This is an optimization exercise on Yosys and OpenROAD, whose aim is small area and a short achievable clock period, not a production implementation.
In this exercise RTL edits were held to simulation tests only and were not proved equivalent to the original.
Power is estimated from default activity; no workload was simulated.

// filter
module filter
  #(
    parameter WIDTH = 32,
    parameter MWIDTH = 1,
    parameter FLTLEN = 8,
    parameter ID = 123
    )
   (
    input wire                   clk,
    input wire                   rst_n,
    input wire [WIDTH-1:0]       in_data,
    input wire                   in_nd,
    input wire [MWIDTH-1:0]      in_m,
    input wire [32-1:0]  in_msg,
    input wire                   in_msg_nd,
    output wire [WIDTH-1:0]      out_data,
    output wire                  out_nd,
    output wire [MWIDTH-1:0]     out_m,
    output wire                  error
    );
   integer j;
   reg [1:0] g;
   always @(posedge clk)
     if (!rst_n)
       g <= 2'd0;
     else
       g <= g + 2'd1;
   wire last = (g == 2'd3);
   reg [2:0]   which_pos;
   reg         setting_taps;
   reg         tap_set_error;
   assign error = tap_set_error;
   wire hdr    = in_msg[32-1];
   wire our_id = (in_msg[16:7] == ID);
   always @(posedge clk)
     if (!rst_n) begin
        setting_taps <= 1'b0;
        tap_set_error <= 1'b0;
     end else if (in_msg_nd) begin
        if (hdr) begin
           if (setting_taps)
             tap_set_error <= 1'b1;
           if (our_id) begin
              which_pos <= 3'd0;
              setting_taps <= 1'b1;
           end
        end else if (setting_taps) begin
           if (which_pos == 3'd7) begin
              which_pos <= 3'd0;
              setting_taps <= 1'b0;
           end else
             which_pos <= which_pos + 3'd1;
        end
     end
   reg [15:0]  tr [0:7];
   reg [7:0]   tv;
  ...
Size: about 4800 cells after synthesis, about 770 flip-flops, roughly 100 I/O pins, ~0.046 mm² of cells after synthesis.
==> flow/config.mk <==
export PLATFORM = sky130hd
export DESIGN_NAME = filter
export DESIGN_NICKNAME = filter
export VERILOG_FILES = /design/flow/design.v
export SDC_FILE = /design/flow/constraint.sdc
export NUM_CORES = 4
export LEC_CHECK = 0
export CAP_MARGIN = 20
export CORE_MARGIN = 2
export CORE_UTILIZATION = 40
export CTS_BUF_LIST = sky130_fd_sc_hd__clkbuf_4
export SLEW_MARGIN = 20
==> flow/constraint.sdc <==
create_clock -name core_clock -period 10.0 [get_ports {clk}]
set_input_delay 2.0000 -clock core_clock [delete_from_list [all_inputs] [get_ports {clk}]]
set_output_delay 2.0000 -clock core_clock [all_outputs]
set_load 0.01 [all_outputs]
standard.sh (not shown) runs the stock make flow with config.mk's settings and CLKGATE_MAP_FILE= SYNTH_SCRIPT=/design/flow/synth_recipe.tcl, a recipe that flattens the netlist after the stock synthesis.
==> flow/flow/run.sh <==
#!/bin/bash
# Standard layout, with timing repair aiming past the 10 ns constraint and
# regular buffers on the ports. Each tool's log stays under orfs/logs/.
set -euo pipefail
bash standard.sh SETUP_SLACK_MARGIN=6.5 "BUFFER_PORTS_ARGS=-buffer_cell sky130_fd_sc_hd__buf_2" finish > make_finish.log 2>&1
Next try:
- CTS_BUF_LIST: sky130_fd_sc_hd__clkbuf_4 -> sky130_fd_sc_hd__clkbuf_2 sky130_fd_sc_hd__clkbuf_4 sky130_fd_sc_hd__clkbuf_8
After rerunning:
- cell count decreases by 1.7%
- die area does not change
- area after synthesis does not change
- power increases by 4.2%
- count of clock-buffer cells in the layout decreases by 72
- final area increases by 0.42%
- via count decreases by 1.2%
- clock skew decreases by 0.036 ns
- register-to-register slack loses 0.02 ns
- maximum frequency increases by 5.1%
Next try:
- ABC_CLOCK_PERIOD_IN_PS: unset -> 3400
- CTS_BUF_LIST: sky130_fd_sc_hd__clkbuf_2 sky130_fd_sc_hd__clkbuf_4 sky130_fd_sc_hd__clkbuf_8 -> unset
=> Synthesized area does not change. Wire length goes down by 0.49%. Clock power goes up by about 6%. Core utilization goes up by 0.10 points.
Next try:
==> flow/flow/run.sh (replaced) <==
#!/bin/bash
# Standard layout, with timing repair aiming past the 10 ns constraint and
# regular buffers on the ports. Each tool's log stays under orfs/logs/.
set -euo pipefail
bash standard.sh SETUP_SLACK_MARGIN=0 "BUFFER_PORTS_ARGS=-buffer_cell sky130_fd_sc_hd__buf_2" finish > make_finish.log 2>&1
- ABC_CLOCK_PERIOD_IN_PS: 3400 -> unset
=>
- routed wire length is higher slightly
- utilization is about the same
- clock skew increases by 0.011 ns
- worst hold slack barely changes
- design area stays flat
- total power grows slightly
- clock-buffer cell count rises by 3
- worst setup slack gets worse by 0.41 ns
- via count increases slightly
- first-iteration DRC count is higher by a few percent

* * *

== job 6903 ==
filter, a different RTL version from the one above (not shown whole).
Size in the first run: ~43000 um^2 of cells after synthesis.
Settings: LEC_CHECK=0, ABC_CLOCK_PERIOD_IN_PS=3000, CAP_MARGIN=20, CORE_MARGIN=2, CORE_UTILIZATION=40, GPL_TIMING_DRIVEN=0, SLEW_MARGIN=20; clock period 10.0 ns.
run.sh (not shown) runs the stock make flow with config.mk's settings and CLKGATE_MAP_FILE= SYNTH_SCRIPT=/design/flow/synth_recipe.tcl, a recipe that flattens the netlist after the stock synthesis.
Stock flow here: none of the scripts above is used.
Here is what was changed in the inputs of job 518 compared with job 6903.
# job 6903
export LEC_CHECK = 0
export ABC_CLOCK_PERIOD_IN_PS = 3000
export CAP_MARGIN = 20
export CORE_MARGIN = 2
export CORE_UTILIZATION = 40
export GPL_TIMING_DRIVEN = 0
export SLEW_MARGIN = 20
create_clock -name core_clock -period 10.0 [get_ports {clk}]
# job 518
export LEC_CHECK = 0
export CAP_MARGIN = 20
export CORE_MARGIN = 2
export CORE_UTILIZATION = 40
export SLEW_MARGIN = 20
create_clock -name core_clock -period 10.0 [get_ports {clk}]
==> comparison <==
The count of clock-net buffers in the final layout in job 518 sits 8 above the value recorded for job 6903. Compared with job 6903, job 518 is the less power-hungry design. Number of global-route vias before repair (job 518 / job 6903): 0.945. Total routed wirelength in job 518 is 34 mm lower than in job 6903. Job 518 ended with every stage complete and zero timing, DRC or antenna violations.
Edits applied to the flow inputs when going from job 518 to job 2577:
==> flow/flow/run.sh (new file) <==
#!/bin/bash
# Standard layout, with timing repair aiming past the 10 ns constraint and
# regular buffers on the ports. Each tool's log stays under orfs/logs/.
set -euo pipefail
bash standard.sh SETUP_SLACK_MARGIN=6.5 "BUFFER_PORTS_ARGS=-buffer_cell sky130_fd_sc_hd__buf_2" finish > make_finish.log 2>&1
==> flow/standard.sh (new file) <==
#!/bin/bash
# synth_recipe.tcl (not shown) runs the flow's synth.tcl, then flattens the netlist and writes it again
# the make line also repeats each setting of config.mk as NAME=value (left out here)
make -C /OpenROAD-flow-scripts/flow DESIGN_CONFIG=/design/flow/config.mk WORK_HOME=/design/flow/orfs CLKGATE_MAP_FILE= SYNTH_SCRIPT=/design/flow/synth_recipe.tcl "${@:-finish}"
removed: flow/run.sh
==> run notes <==
Job 2577 finished all stages; the layout is clean.
Total power: lower on job 518
Diff job 518 -> job 2577: worst hold slack across all endpoints grew by 0.0063 ns, minimum period implied by the final worst setup slack shrank by 0.68 ns, combinational power grew by about 30%, global-route wire length before repair grew by about 10%, power density normalized to cell area grew by 0.68 nW/um^2.
Cells: job 2577 has more instances than job 518
[compare] base=job 518 new=job 2577: global-route usage rose by 2.7 points, worst setup slack up 0.68 ns.

* * *

## run A
RTL: one of the versions met above, not the one the previous note started from.
Size in the first run: ~4,500 cells after synthesis, about 100 I/O pins, about 0.045 mm^2 of cells after synthesis.
Settings: LEC_CHECK=0, CAP_MARGIN=20, CORE_MARGIN=2, CORE_UTILIZATION=40, CTS_BUF_LIST=sky130_fd_sc_hd__clkbuf_8, CTS_CLUSTER_DIAMETER=80, CTS_CLUSTER_SIZE=15, SLEW_MARGIN=20; clock period 10.0 ns.
standard.sh (not shown) runs the stock make flow with config.mk's settings and CLKGATE_MAP_FILE= SYNTH_SCRIPT=/design/flow/synth_recipe.tcl, a recipe that flattens the netlist after the stock synthesis.
==> flow/flow/run.sh <==
#!/bin/bash
# The standard layout with two changes in how it is made:
#  - after the standard synthesis, flow/fapol.py chooses the polarity of each
#    full-adder cell so that fewer inverters are needed (registers and their
#    names are untouched; the netlist computes the same function);
#  - timing repair aims past the 10 ns constraint, and the ports are buffered
#    with buf_2 cells.
# Each step's output goes to a log file of its own here (and ORFS's own logs
# stay under orfs/logs/).
set -euo pipefail
R=orfs/results/sky130hd/filter/base
bash standard.sh synth > make_synth.log 2>&1
cp $R/1_2_yosys.v $R/1_2_yosys_std.v
python3 flow/fapol.py $R/1_2_yosys_std.v $R/1_2_yosys.v > fapol.log 2>&1
rm -f $R/1_synth.odb
bash standard.sh SETUP_SLACK_MARGIN=6.7 "BUFFER_PORTS_ARGS=-buffer_cell sky130_fd_sc_hd__buf_2" finish > make_finish.log 2>&1
Other scripts of this flow, unchanged in this note and not shown: flow/flow/fapol.py
In summary, run A completed successfully, with a layout that passed the timing, design-rule and antenna checks.
Setup changes, run A to run B
diff --git a/flow/config.mk b/flow/config.mk
--- a/flow/config.mk
+++ b/flow/config.mk
@@ -8,7 +8,4 @@
 export CAP_MARGIN = 20
 export CORE_MARGIN = 2
-export CORE_UTILIZATION = 40
-export CTS_BUF_LIST = sky130_fd_sc_hd__clkbuf_8
-export CTS_CLUSTER_DIAMETER = 80
-export CTS_CLUSTER_SIZE = 15
+export CORE_UTILIZATION = 55
 export SLEW_MARGIN = 20
### Flow results
Comparing run A and run B, the higher final instance area was measured on run B.
Against run A, total chip power in run B rose by more than 10%.
Run comparison: run B standard cell with the maximum stage delay on the critical path sky130_fd_sc_hd__fa_1; run A standard cell with the maximum stage delay on the critical path sky130_fd_sc_hd__edfxtp_1
NOTE: power share of the sequential group in run B falls short of that of run A
Diff run A -> run B: die area went down by 0.031 mm^2; clock power share went up by 13 points; clock latency reported for the late side of the worst-skew pair went down by 100 ps; worst-case headroom to the max-slew limit went up by 1.4 points.
Here is what was changed in the inputs of run C compared with run B.
diff --git a/flow/config.mk b/flow/config.mk
--- a/flow/config.mk
+++ b/flow/config.mk
@@ -8,4 +8,7 @@
 export CAP_MARGIN = 20
 export CORE_MARGIN = 2
-export CORE_UTILIZATION = 55
+export CORE_UTILIZATION = 40
+export CTS_BUF_LIST = sky130_fd_sc_hd__clkbuf_8
+export CTS_CLUSTER_DIAMETER = 90
+export CTS_CLUSTER_SIZE = 18
 export SLEW_MARGIN = 20
Notes after the runs:
| wire length | run C vs run B | worse |. Relative to run B, cell count after placement increased by 447 in run C. NOTE last weighted congestion value of the routability-driven placer run B->run C increased by a few percent. The highest metal layer with signal wires comes out met4 in one run and met5 in the other, namely in run B and run C respectively. Higher layout overhead on the synthesized area among run C and run B: run B. Going from run B to run C, total power shrank by more than 10%. Clock skew: higher on run C. Re share of total power in combinational logic: run C is 5.1 points up on run B. In run C relative to run B, via count had gone down slightly.
Changes in run D relative to run C:
diff --git a/flow/flow/run.sh b/flow/flow/run.sh
--- a/flow/flow/run.sh
+++ b/flow/flow/run.sh
@@ -14,3 +14,3 @@
 python3 flow/fapol.py $R/1_2_yosys_std.v $R/1_2_yosys.v > fapol.log 2>&1
 rm -f $R/1_synth.odb
-bash standard.sh SETUP_SLACK_MARGIN=6.7 "BUFFER_PORTS_ARGS=-buffer_cell sky130_fd_sc_hd__buf_2" finish > make_finish.log 2>&1
+bash standard.sh SETUP_SLACK_MARGIN=6.6 "BUFFER_PORTS_ARGS=-buffer_cell sky130_fd_sc_hd__buf_2" finish > make_finish.log 2>&1
Findings:
As far as area after synthesis goes, run C and run D are indistinguishable; the numbers are identical. Number of violations reported at the end of detailed-routing iteration 0 on run D is down relative to run C. Leakage dissipation: run D vs run C down 0.13 nW. Comparing run D and run C, the higher final period utilization was measured on run C. Per the comparison of run D with run C, TritonCTS buffer count now larger; clock group power now larger.

* * *

== job 2861 ==
Starting RTL as in the previous note.
export LEC_CHECK = 0
export CAP_MARGIN = 20
export CORE_MARGIN = 2
export CORE_UTILIZATION = 40
export SLEW_MARGIN = 20
create_clock -name core_clock -period 10.0 [get_ports {clk}]
==> flow/flow/run.sh <==
#!/bin/bash
# The standard layout with two changes in how it is made:
#  - after the standard synthesis, flow/fapol.py chooses the polarity of each
#    full-adder cell so that fewer inverters are needed (registers and their
#    names are untouched; the netlist computes the same function);
#  - timing repair aims past the 10 ns constraint, and the ports are buffered
#    with buf_2 cells.
# Each step's output goes to a log file of its own here (and ORFS's own logs
# stay under orfs/logs/).
set -euo pipefail
R=orfs/results/sky130hd/filter/base
bash standard.sh synth > make_synth.log 2>&1
cp $R/1_2_yosys.v $R/1_2_yosys_std.v
python3 flow/fapol.py $R/1_2_yosys_std.v $R/1_2_yosys.v > fapol.log 2>&1
rm -f $R/1_synth.odb
bash standard.sh SETUP_SLACK_MARGIN=6.9 "BUFFER_PORTS_ARGS=-buffer_cell sky130_fd_sc_hd__buf_2" finish > make_finish.log 2>&1
Other scripts of this flow, unchanged in this note and not shown: flow/flow/fapol.py
#### Input delta (job 7060 over job 2861)
- CTS_CLUSTER_SIZE: unset -> 20
- CTS_BUF_LIST: unset -> sky130_fd_sc_hd__clkbuf_8 sky130_fd_sc_hd__clkbuf_16
- CTS_CLUSTER_DIAMETER: unset -> 100
-- flow/flow/run.sh --
<<< job 2861, line 14
python3 flow/fapol.py $R/1_2_yosys_std.v $R/1_2_yosys.v > fapol.log 2>&1
rm -f $R/1_synth.odb
bash standard.sh SETUP_SLACK_MARGIN=6.9 "BUFFER_PORTS_ARGS=-buffer_cell sky130_fd_sc_hd__buf_2" finish > make_finish.log 2>&1
>>> job 7060, line 14
python3 flow/fapol.py $R/1_2_yosys_std.v $R/1_2_yosys.v > fapol.log 2>&1
rm -f $R/1_synth.odb
bash standard.sh SETUP_SLACK_MARGIN=6.7 "BUFFER_PORTS_ARGS=-buffer_cell sky130_fd_sc_hd__buf_2" finish > make_finish.log 2>&1
### Flow results
No stage failed in job 7060, and the final checks on the layout all came back clean. Compared job 7060 against job 2861; total placed cells including tap cells within noise. There was hardly any difference in synthesized cell count between job 2861 and job 7060. Job 7060: proportion of power drawn by combinational gates is 2.2 points higher than what job 2861 reported. In the tables for job 2861 and job 7060, number of antenna violations at the first check in global routing reads lower with job 2861. NOTE reported net switching power job 2861->job 7060 decreased by more than 10%. In the flow results for job 2861 and job 7060, the number of inserted filler cells in the final layout is larger on job 7060. Job 7060 vs job 2861: multi-input combinational area share up in job 7060.
Modified inputs, job 8246 compared to job 7060
- CTS_CLUSTER_SIZE: 20 -> unset
- CTS_CLUSTER_DIAMETER: 100 -> unset
- CTS_BUF_LIST: sky130_fd_sc_hd__clkbuf_8 sky130_fd_sc_hd__clkbuf_16 -> unset
-- flow/flow/run.sh --
<<< job 7060, line 14
python3 flow/fapol.py $R/1_2_yosys_std.v $R/1_2_yosys.v > fapol.log 2>&1
rm -f $R/1_synth.odb
bash standard.sh SETUP_SLACK_MARGIN=6.7 "BUFFER_PORTS_ARGS=-buffer_cell sky130_fd_sc_hd__buf_2" finish > make_finish.log 2>&1
>>> job 8246, line 14
python3 flow/fapol.py $R/1_2_yosys_std.v $R/1_2_yosys.v > fapol.log 2>&1
rm -f $R/1_synth.odb
bash standard.sh SETUP_SLACK_MARGIN=6.5 "BUFFER_PORTS_ARGS=-buffer_cell sky130_fd_sc_hd__buf_2" finish > make_finish.log 2>&1
Findings:
- Measured against each other, job 7060 and job 8246 differ in number of cells traversed by the worst register-to-register path, the higher figure coming from job 8246.
- Area overhead of the layout relative to synthesis for job 8246: 1.3 points up relative to job 7060
- Re initial core utilization: no difference whatsoever between job 8246 and job 7060.
- [compare] base=job 7060 new=job 8246: final instance area +590 um^2, via count of the first global-routing pass +836, final cell count +66.
> inputs changed (job 8246 -> job 572)
- putting CTS_CLUSTER_SIZE at 20 where nothing was set
- putting CTS_CLUSTER_DIAMETER at 100 where nothing was set
- putting CTS_BUF_LIST at sky130_fd_sc_hd__clkbuf_8 sky130_fd_sc_hd__clkbuf_16 where nothing was set
-- flow/flow/run.sh --
<<< job 8246, line 14
python3 flow/fapol.py $R/1_2_yosys_std.v $R/1_2_yosys.v > fapol.log 2>&1
rm -f $R/1_synth.odb
bash standard.sh SETUP_SLACK_MARGIN=6.5 "BUFFER_PORTS_ARGS=-buffer_cell sky130_fd_sc_hd__buf_2" finish > make_finish.log 2>&1
>>> job 572, line 14
python3 flow/fapol.py $R/1_2_yosys_std.v $R/1_2_yosys.v > fapol.log 2>&1
rm -f $R/1_synth.odb
bash standard.sh SETUP_SLACK_MARGIN=6.8 "BUFFER_PORTS_ARGS=-buffer_cell sky130_fd_sc_hd__buf_2" finish > make_finish.log 2>&1
==> comparison <==
- Between job 572 and job 8246, the critical-path maximum fanout is lower for job 572.
- Total design power shrinks by more than 10% when moving from job 8246 to job 572.
- Between job 572 and job 8246, final-stage net count is higher for job 572, job 8246 comes in under that.
- | power attributed to sequential cells | job 8246 vs job 572 | ≈ equal |
- Delta (job 572 minus job 8246): core utilization picked up an extra 0.41 points, relative area change from synthesis to final layout picked up an extra 1.0 points.
- Between job 8246 and job 572, the flow reports routed wire length increasing by a little under 10%.
- Reported for job 572 and job 8246, synthesized area turned out identical to the last digit.
- Re chip width: no difference whatsoever between job 572 and job 8246.
- Relative to job 8246, the largest vdd supply drop of job 572 is higher by about 0.5%.
diff inputs: job 572 => job 719
- CTS_CLUSTER_DIAMETER removed (was 100)
- CTS_CLUSTER_SIZE removed (was 20)
- CTS_BUF_LIST removed (was sky130_fd_sc_hd__clkbuf_8 sky130_fd_sc_hd__clkbuf_16)
-- flow/flow/run.sh --
<<< job 572, line 14
python3 flow/fapol.py $R/1_2_yosys_std.v $R/1_2_yosys.v > fapol.log 2>&1
rm -f $R/1_synth.odb
bash standard.sh SETUP_SLACK_MARGIN=6.8 "BUFFER_PORTS_ARGS=-buffer_cell sky130_fd_sc_hd__buf_2" finish > make_finish.log 2>&1
>>> job 719, line 14
python3 flow/fapol.py $R/1_2_yosys_std.v $R/1_2_yosys.v > fapol.log 2>&1
rm -f $R/1_synth.odb
bash standard.sh SETUP_SLACK_MARGIN=6.7 "BUFFER_PORTS_ARGS=-buffer_cell sky130_fd_sc_hd__buf_2" finish > make_finish.log 2>&1
Findings:
Job 719 vs. job 572: pin slew with the least headroom to its limit up 0.059 ns, placed wire-length estimate after detailed placement went down 1.1%, via total after detailed routing decreased about 1.6%.
Job 572 -> job 719: placeable core region delta 0, exact match
Job 719 against job 572: part of the total power dissipated in combinational logic shows a reduction of 3.0 points; number of failing hold endpoints at the final stage barely changed; sequential share of layout area now smaller; non-clock buffer count decreased about 17%; instance count on the critical path climbed 10.
For clock power, dividing the value from job 719 by the value from job 572 gives 1.6.
Cell area | job 719 vs job 572 | job 719 larger

[afterwards: timing with drivers on the ports]
The results above use ideal ports. As a check the final layouts listed here were re-extracted and re-timed, cells and wires unchanged.
Step 1 assumes that a clkbuf_16 drives the clock port and a buf_2 every other input.
Step 2 times the ports against the registers' clock, not the clock port: input delays grow and output delays shrink by t, the midpoint of the rising clock arrivals with the driver on.
Slacks: no drivers / after step 1 / after step 2; pairs: no drivers / after step 1.
run | shift t [ns] | setup WS [ns] | latest minus earliest clock arrival (ns) | pins driven straight from the clock port
the first run of note 1 | 1.139 | 6.375 / 6.302 / 6.343 | 0.095 / 0.095 | 1
the second run of note 1 | 0.903 | 6.551 / 6.549 / 6.337 | 0.060 / 0.060 | 1
the third run of note 1 | 0.748 | 6.578 / 6.578 / 6.342 | 0.054 / 0.055 | 1
the fourth run of note 1 | 0.742 | 6.165 / 6.165 / 6.165 | 0.066 / 0.066 | 1
job 6903 | 0.710 | 4.520 / 4.520 / 4.520 | 0.040 / 0.041 | 1
job 518 | 0.705 | 5.488 / 5.488 / 5.393 | 0.034 / 0.034 | 1
job 2577 | 0.706 | 6.164 / 6.164 / 5.952 | 0.020 / 0.019 | 1
run A | 0.815 | 6.699 / 6.627 / 6.339 | 0.049 / 0.050 | 1
run B | 0.717 | 6.733 / 6.733 / 6.310 | 0.047 / 0.046 | 1
run C | 0.834 | 6.643 / 6.578 / 6.367 | 0.073 / 0.073 | 1
run D | 0.833 | 6.663 / 6.591 / 6.255 | 0.058 / 0.058 | 1
job 2861 | 0.754 | 6.733 / 6.662 / 6.281 | 0.048 / 0.048 | 1
job 7060 | 0.721 | 6.764 / 6.714 / 6.320 | 0.038 / 0.038 | 1
job 8246 | 0.732 | 6.559 / 6.559 / 6.210 | 0.055 / 0.056 | 1
job 572 | 0.738 | 6.778 / 6.703 / 6.321 | 0.034 / 0.035 | 1
job 719 | 0.734 | 6.747 / 6.735 / 6.277 | 0.034 / 0.034 | 1
After both steps setup and hold are still met in every run listed. For job 719, which loses most, drivers alone change the setup slack by -0.012 ns; drivers and shift together by -0.470 ns.
